This design comes from an exercise in tuning for a short achievable clock period and few clock cycles on the open sky130 flow, not from production work.
The RTL was checked by simulation tests, not by an equivalence proof against the original design.
The clock port is modelled as an ideal driver; clocking choices that lean on that would not hold on a real chip.
Power is estimated from default activity; no workload was simulated.

==> inputs of job 6783 <==
## msprocessor
module msprocessor(clk,RESET,RUN,MemAddr,MemRData,MemWE,MemWData);
==> flow/config.mk <==
export PLATFORM = sky130hd
export DESIGN_NAME = msprocessor
export DESIGN_NICKNAME = msprocessor
export VERILOG_FILES = /design/flow/design.v
export SDC_FILE = /design/flow/constraint.sdc
export NUM_CORES = 4
export LEC_CHECK = 0
export ABC_CLOCK_PERIOD_IN_PS = 3000
export CAP_MARGIN = 20
export CORE_MARGIN = 2
export CORE_UTILIZATION = 40
export PLACE_DENSITY = 0.6
export SETUP_SLACK_MARGIN = 4.4
export SLEW_MARGIN = 20
==> flow/constraint.sdc <==
create_clock -name core_clock -period 7.5 [get_ports {clk}]
set_input_delay 1.5000 -clock core_clock [delete_from_list [all_inputs] [get_ports {clk}]]
set_output_delay 1.5000 -clock core_clock [all_outputs]
set_load 0.01 [all_outputs]
standard.sh (not shown) runs the stock make flow with config.mk's settings and CLKGATE_MAP_FILE= SYNTH_SCRIPT=/design/flow/synth_recipe.tcl, a recipe that flattens the netlist after the stock synthesis.
==> flow/flow/run.sh <==
#!/bin/bash
# The standard layout, with one step added after clock tree synthesis:
# flow/fix_io.tcl removes the buffers that placement left on the RUN -> MemWE
# path (between the port buffers). Everything else is the standard flow.
set -euo pipefail
export POST_CTS_TCL="$PWD/flow/fix_io.tcl"
bash standard.sh > standard.log 2>&1
==> flow/flow/fix_io.tcl <==
# Run after clock tree synthesis (POST_CTS_TCL). The only path from an input
# port to an output port is RUN -> MemWE (MemWE = store & RUN). Buffers that
# placement put between RUN's input buffer and the AND gate only add delay on
# it; remove them, keeping the port buffers at both ends.
set pe [find_timing_paths -from [get_ports RUN] -to [get_ports MemWE] -path_delay max]
set insts {}
foreach pt [get_property $pe points] {
  set pin [get_property $pt pin]
  set inst [get_cells -quiet -of_objects $pin]
  if { $inst eq "" } { continue }
  set name [get_full_name $inst]
  if { [lsearch -exact $insts $name] < 0 } { lappend insts $name }
}
puts "fix_io: RUN -> MemWE goes through $insts"
set extra {}
foreach name [lrange $insts 1 end-1] {
  set ref [get_property [get_cells $name] ref_name]
  if { [regexp {__(buf|clkbuf|dlygate|clkdlybuf)} $ref] } { lappend extra $name }
}
if { [llength $extra] > 0 } {
  puts "fix_io: removing $extra"
  remove_buffers [get_cells $extra]
}
report_checks -from [get_ports RUN] -to [get_ports MemWE]
==> job 5627 (differences from job 6783) <==
--- a/flow/design.v
+++ b/flow/design.v
@@ -734,23 +734,20 @@
 reg [7:0] opB;       
 reg [7:0] opS;       
 reg e_cin;           
 reg e_we;            
 reg [2:0] e_wreg;
 reg e_setf;          
 reg e_arith, e_and, e_or, e_xor, e_rol, e_ror, e_shl, e_asr, e_lsr, e_pass;
-localparam CB = 6;
-localparam NE = 1 << CB;
-localparam DIST = 32;            
-reg [15:0] cdat [0:NE-1];
-reg [7-CB:0] ctag [0:NE-1];
-reg [NE-1:0] cv;
+reg [15:0] cdat [0:3];
+reg [5:0] ctag [0:3];
+reg [3:0] cv;
+reg fill;            
 reg [15:0] cw;       
 reg chit;            
-reg [7:0] ppf;       
 assign MemAddr = A;
 assign MemWData = wd;
 assign MemWE = st & RUN;
 wire [8:0] e_sum;
 ks_add8 e_add(.a(opA), .b(opB), .cin(e_cin), .s(e_sum[7:0]), .cout(e_sum[8]));
 wire [7:0] e_res =
 	  ({8{e_arith}} & e_sum[7:0])
@@ -763,16 +760,16 @@
 	| ({8{e_asr}} & {opS[7], opS[7:1]})
 	| ({8{e_lsr}} & {1'b0, opS[7:1]})
 	| ({8{e_pass}} & opB);
 wire e_zarith = &(~((opA ^ opB) ^ {opA[6:0] | opB[6:0], e_cin}));
 wire e_zlogic = ~|(({8{e_and}} & (opA & opB)) | ({8{e_or}} & (opA | opB)) | ({8{e_xor}} & (opA ^ opB)));
 wire Zn = e_setf ? (e_arith ? e_zarith : e_zlogic) : Zf;
 wire Cn = e_setf ? (e_arith & e_sum[8]) : Cf;
-wire f_go = chit || !dmode;
-wire [15:0] I = chit ? cw : MemRData;
+wire f_go = !dmode || chit;
+wire [15:0] I = dmode ? cw : MemRData;
 wire f_dp   = I[15:14] == 2'b00;
 wire f_mem  = I[15:14] == 2'b01;
 wire f_br   = I[15:14] == 2'b10;
 wire f_halt = I[15:14] == 2'b11;
 wire f_ldr  = f_mem && I[13:12] == 2'b00;
 wire f_ldi  = f_mem && I[13:12] == 2'b01;
 wire f_str  = f_mem && I[13:12] == 2'b10;
@@ -810,60 +807,52 @@
 		default: taken = 1'b0;
 	endcase
 end
 wire [7:0] target;
 ks_add8 t_add(.a(pc2), .b(I[7:0]), .cin(1'b0), .s(target), .cout());
 wire [7:0] nxt = f_bx ? r_x : (f_br && taken) ? target : pc1;
 wire f_sub = op == 5'd1;
-wire [CB-1:0] lk = pc1[CB-1:0];
-wire lhit = cv[lk] && ctag[lk] == pc1[7:CB] && !(dmode && st && A == pc1);
-wire [7:0] pc3 = pc2 + 8'd1;
-wire [7:0] ppf1 = ppf + 8'd1;
-wire [7:0] pd = ppf - pc1;
-wire prst = pd == 8'd0 || pd > DIST;
-wire h_pc2 = cv[pc2[CB-1:0]] && ctag[pc2[CB-1:0]] == pc2[7:CB];
-wire h_ppf = cv[ppf[CB-1:0]] && ctag[ppf[CB-1:0]] == ppf[7:CB];
-wire [7:0] pfa = prst ? (h_pc2 ? pc3 : pc2) : (h_ppf ? ppf1 : ppf);
-wire seq = !f_bx && !(f_br && taken);
+wire [1:0] lk = pc1[1:0];
+wire lhit = cv[lk] && ctag[lk] == pc1[7:2] && !(dmode && st && A == pc1);
 integer i;
 always @(posedge clk) begin
 	if (RESET) begin
 		A <= 8'h00;
 		pc <= 8'h00;
 		dmode <= 1'b0;
 		st <= 1'b0;
 		halted <= 1'b0;
 		e_we <= 1'b0;
 		e_setf <= 1'b0;
 		Zf <= 1'b0;
 		Cf <= 1'b0;
-		chit <= 1'b0;
-		cv <= {NE{1'b0}};
-		ppf <= 8'h00;
+		fill <= 1'b0;
+		cv <= 4'b0000;
 		for (i = 0; i < 7; i = i + 1) R[i] <= 8'h00;
 	end else if (RUN) begin
 		if (e_we) R[e_wreg] <= w_data;
 		if (e_setf) begin
 			Zf <= Zn;
 			Cf <= Cn;
 		end
-		if (!dmode) begin
-			cdat[A[CB-1:0]] <= MemRData;
-			ctag[A[CB-1:0]] <= A[7:CB];
-			cv[A[CB-1:0]] <= 1'b1;
+		if (fill) begin
+			cdat[pc[1:0]] <= MemRData;
+			ctag[pc[1:0]] <= pc[7:2];
+			cv[pc[1:0]] <= 1'b1;
 		end
-		if (dmode && st && ctag[A[CB-1:0]] == A[7:CB]) cv[A[CB-1:0]] <= 1'b0;
+		if (dmode && st && ctag[A[1:0]] == A[7:2]) cv[A[1:0]] <= 1'b0;
 		e_we <= 1'b0;
 		e_setf <= 1'b0;
 		dmode <= 1'b0;
 		st <= 1'b0;
+		fill <= 1'b0;
 		if (halted) begin
 		end else if (!f_go) begin
 			A <= pc;
-			chit <= 1'b0;
+			fill <= 1'b1;
 		end else if (f_halt) begin
 			halted <= 1'b1;
 		end else if (f_ldr || f_str) begin
 			dmode <= 1'b1;
 			st <= f_str;
 			e_we <= f_ldr && i_d != 3'd7;
 			e_wreg <= i_d;
@@ -886,24 +875,16 @@
 			e_xor <= f_dp && op == 5'd4;
 			e_rol <= f_dp && op == 5'd6;
 			e_ror <= f_dp && op == 5'd7;
 			e_shl <= f_dp && op == 5'd8;
 			e_asr <= f_dp && op == 5'd9;
 			e_lsr <= f_dp && op == 5'd10;
 			e_pass <= f_ldi || f_bl;
+			A <= nxt;
 			pc <= nxt;
-			cw <= cdat[lk];
-			if (seq && lhit) begin
-				chit <= 1'b1;
-				A <= pfa;
-				ppf <= pfa + 8'd1;
-			end else begin
-				chit <= 1'b0;
-				A <= nxt;
-			end
 		end
 	end
 end
 endmodule
 module ks_add8(a, b, cin, s, cout);
 input [7:0] a, b;
 input cin;
==> job 3837 (differences from job 6783) <==
--- a/flow/design.v
+++ b/flow/design.v
@@ -734,23 +734,20 @@
 reg [7:0] opB;       
 reg [7:0] opS;       
 reg e_cin;           
 reg e_we;            
 reg [2:0] e_wreg;
 reg e_setf;          
 reg e_arith, e_and, e_or, e_xor, e_rol, e_ror, e_shl, e_asr, e_lsr, e_pass;
-localparam CB = 6;
-localparam NE = 1 << CB;
-localparam DIST = 32;            
-reg [15:0] cdat [0:NE-1];
-reg [7-CB:0] ctag [0:NE-1];
-reg [NE-1:0] cv;
+reg [15:0] cdat [0:3];
+reg [5:0] ctag [0:3];
+reg [3:0] cv;
+reg fill;            
 reg [15:0] cw;       
 reg chit;            
-reg [7:0] ppf;       
 assign MemAddr = A;
 assign MemWData = wd;
 assign MemWE = st & RUN;
 wire [8:0] e_sum;
 ks_add8 e_add(.a(opA), .b(opB), .cin(e_cin), .s(e_sum[7:0]), .cout(e_sum[8]));
 wire [7:0] e_res =
 	  ({8{e_arith}} & e_sum[7:0])
@@ -763,16 +760,16 @@
 	| ({8{e_asr}} & {opS[7], opS[7:1]})
 	| ({8{e_lsr}} & {1'b0, opS[7:1]})
 	| ({8{e_pass}} & opB);
 wire e_zarith = &(~((opA ^ opB) ^ {opA[6:0] | opB[6:0], e_cin}));
 wire e_zlogic = ~|(({8{e_and}} & (opA & opB)) | ({8{e_or}} & (opA | opB)) | ({8{e_xor}} & (opA ^ opB)));
 wire Zn = e_setf ? (e_arith ? e_zarith : e_zlogic) : Zf;
 wire Cn = e_setf ? (e_arith & e_sum[8]) : Cf;
-wire f_go = chit || !dmode;
-wire [15:0] I = chit ? cw : MemRData;
+wire f_go = !dmode || chit;
+wire [15:0] I = dmode ? cw : MemRData;
 wire f_dp   = I[15:14] == 2'b00;
 wire f_mem  = I[15:14] == 2'b01;
 wire f_br   = I[15:14] == 2'b10;
 wire f_halt = I[15:14] == 2'b11;
 wire f_ldr  = f_mem && I[13:12] == 2'b00;
 wire f_ldi  = f_mem && I[13:12] == 2'b01;
 wire f_str  = f_mem && I[13:12] == 2'b10;
@@ -810,60 +807,52 @@
 		default: taken = 1'b0;
 	endcase
 end
 wire [7:0] target;
 ks_add8 t_add(.a(pc2), .b(I[7:0]), .cin(1'b0), .s(target), .cout());
 wire [7:0] nxt = f_bx ? r_x : (f_br && taken) ? target : pc1;
 wire f_sub = op == 5'd1;
-wire [CB-1:0] lk = pc1[CB-1:0];
-wire lhit = cv[lk] && ctag[lk] == pc1[7:CB] && !(dmode && st && A == pc1);
-wire [7:0] pc3 = pc2 + 8'd1;
-wire [7:0] ppf1 = ppf + 8'd1;
-wire [7:0] pd = ppf - pc1;
-wire prst = pd == 8'd0 || pd > DIST;
-wire h_pc2 = cv[pc2[CB-1:0]] && ctag[pc2[CB-1:0]] == pc2[7:CB];
-wire h_ppf = cv[ppf[CB-1:0]] && ctag[ppf[CB-1:0]] == ppf[7:CB];
-wire [7:0] pfa = prst ? (h_pc2 ? pc3 : pc2) : (h_ppf ? ppf1 : ppf);
-wire seq = !f_bx && !(f_br && taken);
+wire [1:0] lk = pc1[1:0];
+wire lhit = cv[lk] && ctag[lk] == pc1[7:2] && !(dmode && st && A == pc1);
 integer i;
 always @(posedge clk) begin
 	if (RESET) begin
 		A <= 8'h00;
 		pc <= 8'h00;
 		dmode <= 1'b0;
 		st <= 1'b0;
 		halted <= 1'b0;
 		e_we <= 1'b0;
 		e_setf <= 1'b0;
 		Zf <= 1'b0;
 		Cf <= 1'b0;
-		chit <= 1'b0;
-		cv <= {NE{1'b0}};
-		ppf <= 8'h00;
+		fill <= 1'b0;
+		cv <= 4'b0000;
 		for (i = 0; i < 7; i = i + 1) R[i] <= 8'h00;
 	end else if (RUN) begin
 		if (e_we) R[e_wreg] <= w_data;
 		if (e_setf) begin
 			Zf <= Zn;
 			Cf <= Cn;
 		end
-		if (!dmode) begin
-			cdat[A[CB-1:0]] <= MemRData;
-			ctag[A[CB-1:0]] <= A[7:CB];
-			cv[A[CB-1:0]] <= 1'b1;
+		if (fill) begin
+			cdat[pc[1:0]] <= MemRData;
+			ctag[pc[1:0]] <= pc[7:2];
+			cv[pc[1:0]] <= 1'b1;
 		end
-		if (dmode && st && ctag[A[CB-1:0]] == A[7:CB]) cv[A[CB-1:0]] <= 1'b0;
+		if (dmode && st && ctag[A[1:0]] == A[7:2]) cv[A[1:0]] <= 1'b0;
 		e_we <= 1'b0;
 		e_setf <= 1'b0;
 		dmode <= 1'b0;
 		st <= 1'b0;
+		fill <= 1'b0;
 		if (halted) begin
 		end else if (!f_go) begin
 			A <= pc;
-			chit <= 1'b0;
+			fill <= 1'b1;
 		end else if (f_halt) begin
 			halted <= 1'b1;
 		end else if (f_ldr || f_str) begin
 			dmode <= 1'b1;
 			st <= f_str;
 			e_we <= f_ldr && i_d != 3'd7;
 			e_wreg <= i_d;
@@ -886,24 +875,16 @@
 			e_xor <= f_dp && op == 5'd4;
 			e_rol <= f_dp && op == 5'd6;
 			e_ror <= f_dp && op == 5'd7;
 			e_shl <= f_dp && op == 5'd8;
 			e_asr <= f_dp && op == 5'd9;
 			e_lsr <= f_dp && op == 5'd10;
 			e_pass <= f_ldi || f_bl;
+			A <= nxt;
 			pc <= nxt;
-			cw <= cdat[lk];
-			if (seq && lhit) begin
-				chit <= 1'b1;
-				A <= pfa;
-				ppf <= pfa + 8'd1;
-			end else begin
-				chit <= 1'b0;
-				A <= nxt;
-			end
 		end
 	end
 end
 endmodule
 module ks_add8(a, b, cin, s, cout);
 input [7:0] a, b;
 input cin;
==> flow/run.sh (new file) <==
#!/bin/bash
# synth_recipe.tcl (not shown) runs the flow's synth.tcl, then flattens the netlist and writes it again
# the make line also repeats each setting of config.mk as NAME=value (left out here)
make -C /OpenROAD-flow-scripts/flow DESIGN_CONFIG=/design/flow/config.mk WORK_HOME=/design/flow/orfs CLKGATE_MAP_FILE= SYNTH_SCRIPT=/design/flow/synth_recipe.tcl finish
==> flow/config.mk (replaced) <==
export PLATFORM = sky130hd
export DESIGN_NAME = msprocessor
export DESIGN_NICKNAME = msprocessor
export VERILOG_FILES = /design/flow/design.v
export SDC_FILE = /design/flow/constraint.sdc
export NUM_CORES = 4
export LEC_CHECK = 0
export CAP_MARGIN = 20
export CORE_MARGIN = 2
export CORE_UTILIZATION = 40
export GPL_TIMING_DRIVEN = 0
export PLACE_DENSITY = 0.6
export SETUP_SLACK_MARGIN = 4.4
export SLEW_MARGIN = 20
removed: flow/flow/run.sh
removed: flow/flow/fix_io.tcl
removed: flow/standard.sh
==> comparison table <==
Status: job 6783 finished clean; job 3837 finished clean; job 5627 finished clean
Data-path buffer share of cell area in the final layout: job 6783 8.31%; job 3837 11.2%; job 5627 9.71%
First DRT Iteration DRCs: job 6783 5758; job 3837 1599; job 5627 1665
# rows: job 6783 146; job 3837 71; job 5627 71
Net switching power: job 6783 4.91 mW; job 3837 1.09 mW; job 5627 1.07 mW
Skew-Pair Late Insertion Delay: job 6783 0.79 ns; job 3837 0.60 ns; job 5627 0.60 ns
Launch point of the worst reg-to-reg path: job 6783 pc[0]; job 3837 opB[4]; job 5627 pc[1]
Total area of multi-input combinational cells: job 6783 0.0242 mm2; job 3837 0.00853 mm2; job 5627 0.00853 mm2
Number of enable flip-flop cells after synthesis: job 6783 1270; job 3837 207; job 5627 207
Clock transition at path regs: job 6783 0.06 ns; job 3837 0.07 ns; job 5627 0.06 ns
Filler-free cell count of the finished design: job 6783 6438; job 3837 2142; job 5627 2088
Highest-delay cell along the critical path: job 6783 sky130_fd_sc_hd__mux4_2; job 3837 sky130_fd_sc_hd__clkbuf_16; job 5627 sky130_fd_sc_hd__and2_4
Half-perimeter wire length after detailed placement: job 6783 120000 um; job 3837 40900 um; job 5627 36300 um
Global-route wire length before repair: job 6783 299000 um; job 3837 82200 um; job 5627 82600 um
Number of tap cells inserted: job 6783 2072; job 3837 511; job 5627 511
Share of total power consumed by net switching: job 6783 25.7%; job 3837 30.1%; job 5627 29.3%
Synthesized area: job 6783 0.0637 mm2; job 3837 0.0153 mm2; job 5627 0.0153 mm2
FF+latch area: job 6783 0.0405 mm2; job 3837 0.00700 mm2; job 5627 0.00700 mm2
Detail-routed via count per cell: job 6783 6.40; job 3837 6.15; job 5627 6.37
Post-Place Setup Slack: job 6783 2.18 ns; job 3837 2.61 ns; job 5627 2.41 ns
DR top layer: job 6783 met5; job 3837 met4; job 5627 met4
Number of unique standard cell types used by synthesis: job 6783 81; job 3837 99; job 5627 99
Fraction of area in multi-input gates: job 6783 30.6%; job 3837 43.9%; job 5627 44.5%
Sequential share of power: job 6783 45.2%; job 3837 42.6%; job 5627 42.7%
Testbench counts of job 6783, summed over its fixed seeds: cycles 13,219.
Testbench counts of job 5627, summed over its fixed seeds: cycles 13,870.
Testbench counts of job 3837, summed over its fixed seeds: cycles 13,870.

-- static timing again, ports no longer ideal --
How much do the figures lean on ideal ports? The routed layouts below were timed once more, with nothing changed but the port constraints.
Step 1: set_driving_cell puts a clkbuf_16 on clk and a buf_2 on each other input, an assumption about the parent block.
Step 2, shift: input delay + t, output delay - t, t = (earliest + latest rising clock arrival at the registers) / 2. This alone moves slack from input paths to output paths.
Slacks: ideal / step 1 / step 2; pairs: ideal / step 1.
| run | t (ns) | setup WS [ns] | worst setup path after step 2 | slew at the worst register clock pin (ns) | pins driven straight from the clock port |
|---|---|---|---|---|---|
| job 6783 | 0.857 | 3.292 / 3.292 / 3.049 | input to register | 0.07 / 0.07 | 1 |
| job 5627 | 0.627 | 4.174 / 4.143 / 3.665 | input to register | 0.07 / 0.07 | 1 |
| job 3837 | 0.636 | 4.032 / 3.987 / 3.528 | input to register | 0.07 / 0.07 | 1 |
After both steps every run listed still meets setup and hold. The setup slack of job 5627, which loses most, moves by -0.031 ns with the drivers and by -0.509 ns with both steps.
